Background: an optimization exercise with open tools, aiming at small area, a short achievable clock period and few clock cycles. Do not read the settings as production practice. Function was checked by simulation only, so behaviour that the tests miss may differ from the original. Power is estimated from default activity; no workload was simulated.

==> design.v <==
module LBP ( clk, reset, gray_addr, gray_req, gray_ready, gray_data, lbp_addr, lbp_valid, lbp_data, finish);
input   	clk;
input   	reset;
output reg [13:0] 	gray_addr;
output  reg       	gray_req;
input   	gray_ready;
input   [7:0] 	gray_data;
output  [13:0] 	lbp_addr;
output reg 	lbp_valid;
output  [7:0] 	lbp_data;
output reg  	finish;
reg [6:0]x,y,x_next,y_next;
reg [3:0]fsm,fsm_next;
reg [7:0]data_in[7:0],data_out[7:0];
reg [7:0]data_in_central;
reg data_in_en,data_out_en,data_move_en,data_movein_en;
reg [3:0]conter,conter_next;
assign lbp_addr = {y,x};
assign lbp_data = (data_out[0]|data_out[1]|
						 data_out[2]|data_out[3]|
						 data_out[4]|data_out[5]|
						 data_out[6]|data_out[7]);
always@(posedge clk,posedge reset)
begin
	if(reset)
	begin
		x <= 7'd126;
		y <= 7'd0;
		fsm <= 4'd2;
		conter <= 4'd1;
		data_in[0] <= 8'd0;
		data_in[1] <= 8'd0;
		data_in[2] <= 8'd0;
		data_in[3] <= 8'd0;
		data_in_central <= 8'd0;
		data_in[4] <= 8'd0;
		data_in[5] <= 8'd0;
		data_in[6] <= 8'd0;
		data_in[7] <= 8'd0;
		data_out[0] <= 8'd0;
		data_out[1] <= 8'd0;
		data_out[2] <= 8'd0;
		data_out[3] <= 8'd0;
		data_out[4] <= 8'd0;
		data_out[5] <= 8'd0;
		data_out[6] <= 8'd0;
		data_out[7] <= 8'd0;
	end
	else
	begin
		x <= x_next;
		y <= y_next;
		fsm <= fsm_next;
		conter <= conter_next;
		if(data_in_en)
		begin
			data_in[0] <= data_in[1];
			data_in[1] <= data_in[2];
			data_in[2] <= data_in[3];
			data_in[3] <= data_in_central;
			data_in_central <= data_in[4];
			data_in[4] <= data_in[5];
			data_in[5] <= data_in[6];
			data_in[6] <= data_in[7];
			data_in[7] <= gray_data;
		end
		if(data_movein_en)
		begin
			data_in[2] <= data_in[4];
			data_in[4] <= data_in[7];
			data_in[7] <= gray_data;
		end
		if(data_out_en)
		begin
			data_out[0] <= (data_in_central <= data_in[0])? 8'd1 : 8'd0;
			data_out[1] <= (data_in_central <= data_in[1])? 8'd2 : 8'd0;
			data_out[2] <= (data_in_central <= data_in[2])? 8'd4 : 8'd0;
			data_out[3] <= (data_in_central <= data_in[3])? 8'd8 : 8'd0;
			data_out[4] <= (data_in_central <= data_in[4])? 8'd16 : 8'd0;
			data_out[5] <= (data_in_central <= data_in[5])? 8'd32 : 8'd0;
			data_out[6] <= (data_in_central <= data_in[6])? 8'd64 : 8'd0;
			data_out[7] <= (data_in_central <= data_in[7])? 8'd128 : 8'd0;
		end
		if(data_move_en)
		begin
			data_in[0] <= data_in[1];
			data_in[1] <= data_in[2];
			data_in[3] <= data_in_central;
			data_in[5] <= data_in[6];
			data_in[6] <= data_in[7];
			data_in_central <= data_in[4];
		end
	end
end
always@(*)
begin
	case(fsm)
		4'd0:
		begin
			finish = 1'b0;
			x_next = x;
			y_next = y;
			lbp_valid = 1'b0;
			data_move_en = 1'b0;
			data_movein_en = 1'b0;
			gray_req = 1'b1;
			data_in_en = 1'b1;
			data_out_en = 1'b0;
			if(conter == 4'd9)
			begin
				conter_next = 4'd1;
				fsm_next = 4'd1;
			end
			else
			begin
				conter_next = conter + 4'd1;
				fsm_next = fsm;
			end
		end
		4'd1:
		begin
			data_out_en = 1'b1;
			gray_req = 1'b0;
			data_in_en = 1'b0;
			conter_next = conter;
			lbp_valid = 1'b0;
			fsm_next = 4'd2;
			x_next = x;
			y_next = y;
			data_move_en = 1'b1;
			data_movein_en = 1'b0;
			finish = 1'b0;
		end
		4'd2:
		begin
			data_out_en = 1'b0;
			gray_req = 1'b0;
			data_movein_en = 1'b0;
			data_in_en = 1'b0;
			if(x == 7'd126 && y == 7'd126)
			begin
				x_next = x;
				y_next = y;
				fsm_next = 4'd4;
				finish = 1'b1;
				conter_next = 4'd1;
			end
			else if(x == 7'd126)
			begin
				x_next = 7'd1;
				y_next = y + 7'd1;
				fsm_next = 4'd0;
				finish = 1'b0;
				conter_next = 4'd1;
			end
			else
			begin
				x_next = x + 7'd1;
				y_next = y;
				fsm_next = 4'd3;
				finish = 1'b0;
				conter_next = 4'd10;
			end
			lbp_valid = 1'b1;
			data_move_en = 1'b0;
		end
		4'd3:
		begin
			finish = 1'b0;
			x_next = x;
			y_next = y;
			lbp_valid = 1'b0;
			data_move_en = 1'b0;
			data_in_en = 1'b0;
			gray_req = 1'b1;
			data_movein_en = 1'b1;
			data_out_en = 1'b0;
			if(conter == 4'd12)
			begin
				conter_next = 4'd1;
				fsm_next = 4'd1;
			end
			else
			begin
				conter_next = conter + 4'd1;
				fsm_next = fsm;
			end
		end
		4'd4:
		begin
			finish = 1'b1;
			data_movein_en = 1'b0;
			data_move_en = 1'b0;
			data_out_en = 1'b0;
			gray_req = 1'b0;
			conter_next = 4'd1;
			fsm_next = fsm;
			data_in_en = 1'b0;
			x_next = x;
			y_next = y;
			lbp_valid = 1'b0;
		end
		default:
		begin
			finish = 1'b0;
			data_movein_en = 1'b0;
			data_move_en = 1'b0;
			data_out_en = 1'b0;
			gray_req = 1'b0;
			conter_next = 4'd1;
			fsm_next = 4'd0;
			data_in_en = 1'b0;
			x_next = x;
			y_next = y;
			lbp_valid = 1'b0;
		end
	endcase
end
always@(conter,x,y)
begin
	case(conter)
		4'd1:
		begin
			gray_addr = {y-7'd1,x-7'd1};
		end
		4'd2:
		begin
			gray_addr = {y-7'd1,x};
		end
		4'd3:
		begin
			gray_addr = {y-7'd1,x+7'd1};
		end
		4'd4:
		begin
			gray_addr = {y,x-7'd1};
		end
		4'd5:
		begin
			gray_addr = {y,x};
		end
		4'd6:
		begin
			gray_addr = {y,x+7'd1};
		end
		4'd7:
		begin
			gray_addr = {y+7'd1,x-7'd1};
		end
		4'd8:
		begin
			gray_addr = {y+7'd1,x};
		end
		4'd9:
		begin
			gray_addr = {y+7'd1,x+7'd1};
		end
		4'd10:
		begin
			gray_addr = {y-7'd1,x+7'd1};
		end
		4'd11:
		begin
			gray_addr = {y,x+7'd1};
		end
		4'd12:
		begin
			gray_addr = {y+7'd1,x+7'd1};
		end
		default:
		begin
			gray_addr = 14'd0;
		end
	endcase
end
endmodule
==> run.sh <==
#!/bin/bash
# synth_recipe.tcl (not shown) runs the flow's synth.tcl, then flattens the netlist and writes it again
# the make line also repeats each setting of config.mk as NAME=value (left out here)
make -C /OpenROAD-flow-scripts/flow DESIGN_CONFIG=/design/flow/config.mk WORK_HOME=/design/flow/orfs CLKGATE_MAP_FILE= SYNTH_SCRIPT=/design/flow/synth_recipe.tcl finish
==> config.mk <==
export PLATFORM = sky130hd
export DESIGN_NAME = LBP
export DESIGN_NICKNAME = LBP
export VERILOG_FILES = /design/flow/design.v
export SDC_FILE = /design/flow/constraint.sdc
export NUM_CORES = 4
export LEC_CHECK = 0
export CAP_MARGIN = 20
export CORE_MARGIN = 2
export CORE_UTILIZATION = 40
export SLEW_MARGIN = 20
==> constraint.sdc <==
create_clock -name core_clock -period 5.0 [get_ports {clk}]
set_input_delay 1.0000 -clock core_clock [delete_from_list [all_inputs] [get_ports {clk}]]
set_output_delay 1.0000 -clock core_clock [all_outputs]
set_load 0.01 [all_outputs]
==> impl_metrics.env <==
export IMPL_hp_start="data_in[7][7]"
export IMPL_ctsResizeCount=0
export IMPL_rsz0062_at_grt="no"
export IMPL_ant_nets=0
export IMPL_io_pins=50
export IMPL_grt_pass1_vias=5083
export IMPL_r2r_slack_ns=2.48
export IMPL_setup_ws_ns=1.05
export IMPL_drtIter0Drc=320
export IMPL_max_slew_margin=0.486
export IMPL_end_kind="output pin"
export IMPL_grt_max_degree=86
export IMPL_viasPerCell=5.42
export IMPL_overflow=0
export IMPL_worstPathRequired_ns=4.00
export IMPL_synth_mux_area_frac=0.0340
export IMPL_io_buffers=48
export IMPL_cts_tree="done"
export IMPL_yosys_area_share_simple=0.148
export IMPL_numClockSinks=101
export IMPL_synth_xor_xnor_area_share=0.00825
export IMPL_stdcell_area_mm2=0.00734
export IMPL_cts_root_buf="clkbuf_16"
export IMPL_dr_pass1_iters=5
export IMPL_synthAdderAreaFrac=0.145
export IMPL_synthArstFlopShare=1.00
export IMPL_placed_area_mm2=0.00704
export IMPL_synth_cell_types=54
export IMPL_die_x_um=130
export IMPL_drc=0
export IMPL_cap_violations=0
export IMPL_pre_cts_slack_ns=1.22
export IMPL_yosys_warnings=3
export IMPL_hold_ws_ns=0.480
export IMPL_finalSetupViolCount=0
export IMPL_r2r_end="data_out[4][4]"
export IMPL_status="no timing/DRC/antenna violations"
export IMPL_fin_crit_ns=3.95
export IMPL_reg2regPathDepth=5
export IMPL_fin_util=0.467
export IMPL_clk_latency_ns=0.35
export IMPL_grt_usage=0.179
export IMPL_n_antenna_cell=0
export IMPL_syn_inst=716
export IMPL_syn2layout_area_growth_pct=15.3
export IMPL_cts_hold_buf=0
export IMPL_critical_path_max_fanout=10
export IMPL_coreArea_mm2=0.0157
export IMPL_total_power_mw=1.76
export IMPL_stdcell_count=968
export IMPL_fin_setup_tns_ns=0
export IMPL_synth_edff_count=0
export IMPL_nFillCells=1497
export IMPL_syn_area_mm2=0.00637
export IMPL_dpl_cell_count=951
export IMPL_hold_class="reg2reg"
export IMPL_std_cell_rows=46
export IMPL_arrival_ns=2.95
export IMPL_vias=5249
export IMPL_fin_crit_sh=0.790
export IMPL_routedWlPerCell_um=14.9
export IMPL_postCtsSetupRepairBufs=0
export IMPL_holdPathStages=2
export IMPL_gp_congestion=0.902
export IMPL_nets=832
export IMPL_die_height_um=130
export IMPL_fmax_ghz=0.253
export IMPL_p_per_area_mw_per_mm2=240
export IMPL_syn_nets=801
export IMPL_critPathLaunchType="flip-flop"
export IMPL_clkTransAtPathRegs_ns=0.07
export IMPL_synth_top_family_by_area="compound AO/OA/AOI/OAI gates"
export IMPL_synthFlopType="dfrtp_1"
export IMPL_drive_gt1_frac=0.0771
export IMPL_peakVddDrop_v=0.000137
export IMPL_min_to="data_in[6][7]"
export IMPL_final_hold_viol_count=0
export IMPL_antenna_found_initial=0
export IMPL_skew_ns=0.00676
export IMPL_drv_slew=0
export IMPL_start_util=0.405
export IMPL_cts_buffer_depth=2
export IMPL_p_leak_nw=3.19
export IMPL_tightest_slew_ns=0.771
export IMPL_r2r_start="fsm[2]"
export IMPL_dp_hpwl_mm=10.3
export IMPL_synth_compound_area_frac=0.199
export IMPL_cts_buffers=9
export IMPL_synth_seq_cells=101
export IMPL_htreeDepth=3
export IMPL_crit_type="reg2out"
export IMPL_synth_area_per_cell_um2=8.89
export IMPL_ys_seq_area_frac=0.399
export IMPL_wirelength_mm=14.4
export IMPL_grt_pass1_wl_mm=24.4
export IMPL_die_area_mm2=0.0169
## cell usage after synthesis (9+ instances only)
master | instances | area (µm²)
dfrtp_1 | 93 | 2330
nand2_1 | 88 | 330
ha_1 | 74 | 926
o21ai_0 | 74 | 370
inv_1 | 71 | 267
a21oi_1 | 50 | 250
nor2_1 | 37 | 139
clkbuf_1 | 24 | 90.1
a221oi_1 | 17 | 149
nand4_1 | 17 | 106
mux2_2 | 13 | 146
buf_2 | 11 | 55.1
nand3_1 | 11 | 55.1
nor2b_1 | 10 | 62.6
nor3_1 | 10 | 50.1
o21ai_1 | 9 | 45.0
## sequential cells by signal, summed over array words and instances, names as in the netlist
name and flops:
conter 4, data_in 64, fsm 3, data_in_central 8, data_out 8, x 7, y 7
## per-layer routing
| metal | routed length (µm) | vias up | track usage |
|---|---|---|---|
| li1 | - | 2613 | - |
| met1 | 7050 | 2535 | 0.249 |
| met2 | 6730 | 86 | 0.289 |
| met3 | 422 | 15 | 0.0254 |
| met4 | 223 | 0 | 0.0607 |
| met5 | 0 | - | 0 |
## cell usage in the layout, fill, tap and decap left out, types with 3 or more instances in the layout
cell,Yosys,final
o211ai_1,8,8
o22a_1,8,8
or3_1,5,5
nor3_1,10,10
clkbuf_16,0,9
o22ai_1,5,5
inv_1,71,70
o21ai_0,74,74
clkinv_4,0,3
a21oi_1,50,50
nand4_1,17,17
o31ai_1,8,8
clkdlybuf4s50_1,0,48
a221oi_1,17,17
mux2i_1,7,7
xnor2_1,6,6
nand2_1,88,88
nor2b_1,10,10
a22oi_1,3,3
buf_4,0,8
and3_1,7,7
nand3_1,11,11
a2111oi_0,8,8
dfrtp_1,93,93
nor2_1,37,35
mux2_2,13,13
dfstp_2,8,8
o21ai_1,9,9
ha_1,74,74
## where the power goes
part           total, mW  switching, mW  internal, mW
clock              0.684          0.325         0.359
sequential         0.887         0.0326         0.855
combinational      0.191          0.102        0.0891
## worst max-delay path: stages, from the launching register on
cell and delay, ns:
dfstp_2 0.64, ha_1 0.18, nand2_1 0.08, or3_4 0.43
or4_4 0.49, a21oi_1 0.21, clkdlybuf4s50_1 0.57
## logic make-up after synthesis
logic type,after synthesis
flops,101
simple gates,199
mux,20
fa+ha+maj,74
compound gates,206
xor+xnor,6
buf+inv,110
## layout make-up
| cell class | instances | area (µm²) | area share |
|---|---|---|---|
| Clock buffer | 10 | 239 | 0.0326 |
| Inverter | 73 | 277 | 0.0377 |
| Multi-Input combinational cell | 505 | 3410 | 0.465 |
| Clock inverter | 6 | 53.8 | 0.00733 |
| Sequential cell | 101 | 2540 | 0.346 |
| Tap cell | 216 | 270 | 0.0368 |
| Timing Repair Buffer | 57 | 548 | 0.0747 |
## worst max path at each step
stage / startpoint / endpoint / slack, ns / cells past startpoint
detailed placement: conter[1] / gray_addr[3] / 1.22 / 7
CTS: conter[1] / gray_addr[3] / 0.82 / 7
global route: conter[0] / gray_addr[6] / 0.84 / 8
finish: x[1] / finish / 1.05 / 6
global placement: conter[1] / gray_addr[3] / 1.28 / 7
floorplan: reset / conter[1] / 1.37 / 1
Testbench counts, summed over its fixed seeds: cycles 1,923,288.

[separate check: timing with driven ports]
Ports are ideal in the flow. The routed layout listed here was re-timed in OpenROAD. Step 1 (the two cells are an assumption about what drives the block):
set clk [get_ports {clk}]
set_driving_cell -lib_cell sky130_fd_sc_hd__clkbuf_16 $clk
set_driving_cell -lib_cell sky130_fd_sc_hd__buf_2 [delete_from_list [all_inputs] $clk]
Step 2 moves the port delays by t, midway between the first and last clock arrival at a register: inputs arrive t later, outputs are due t later. That takes back most of the time a late clock gives input paths. a / b / c = no drivers / after step 1 / after step 2; a / b = the first two.
t, ns: 0.385
slack for setup (ns): 1.050 / 1.010 / 1.395
hold slack, ns: 0.480 / 0.480 / 0.480
After both steps setup and hold are still met in this run. The setup slack of this run moves by -0.040 ns with the drivers and by +0.345 ns with both steps.
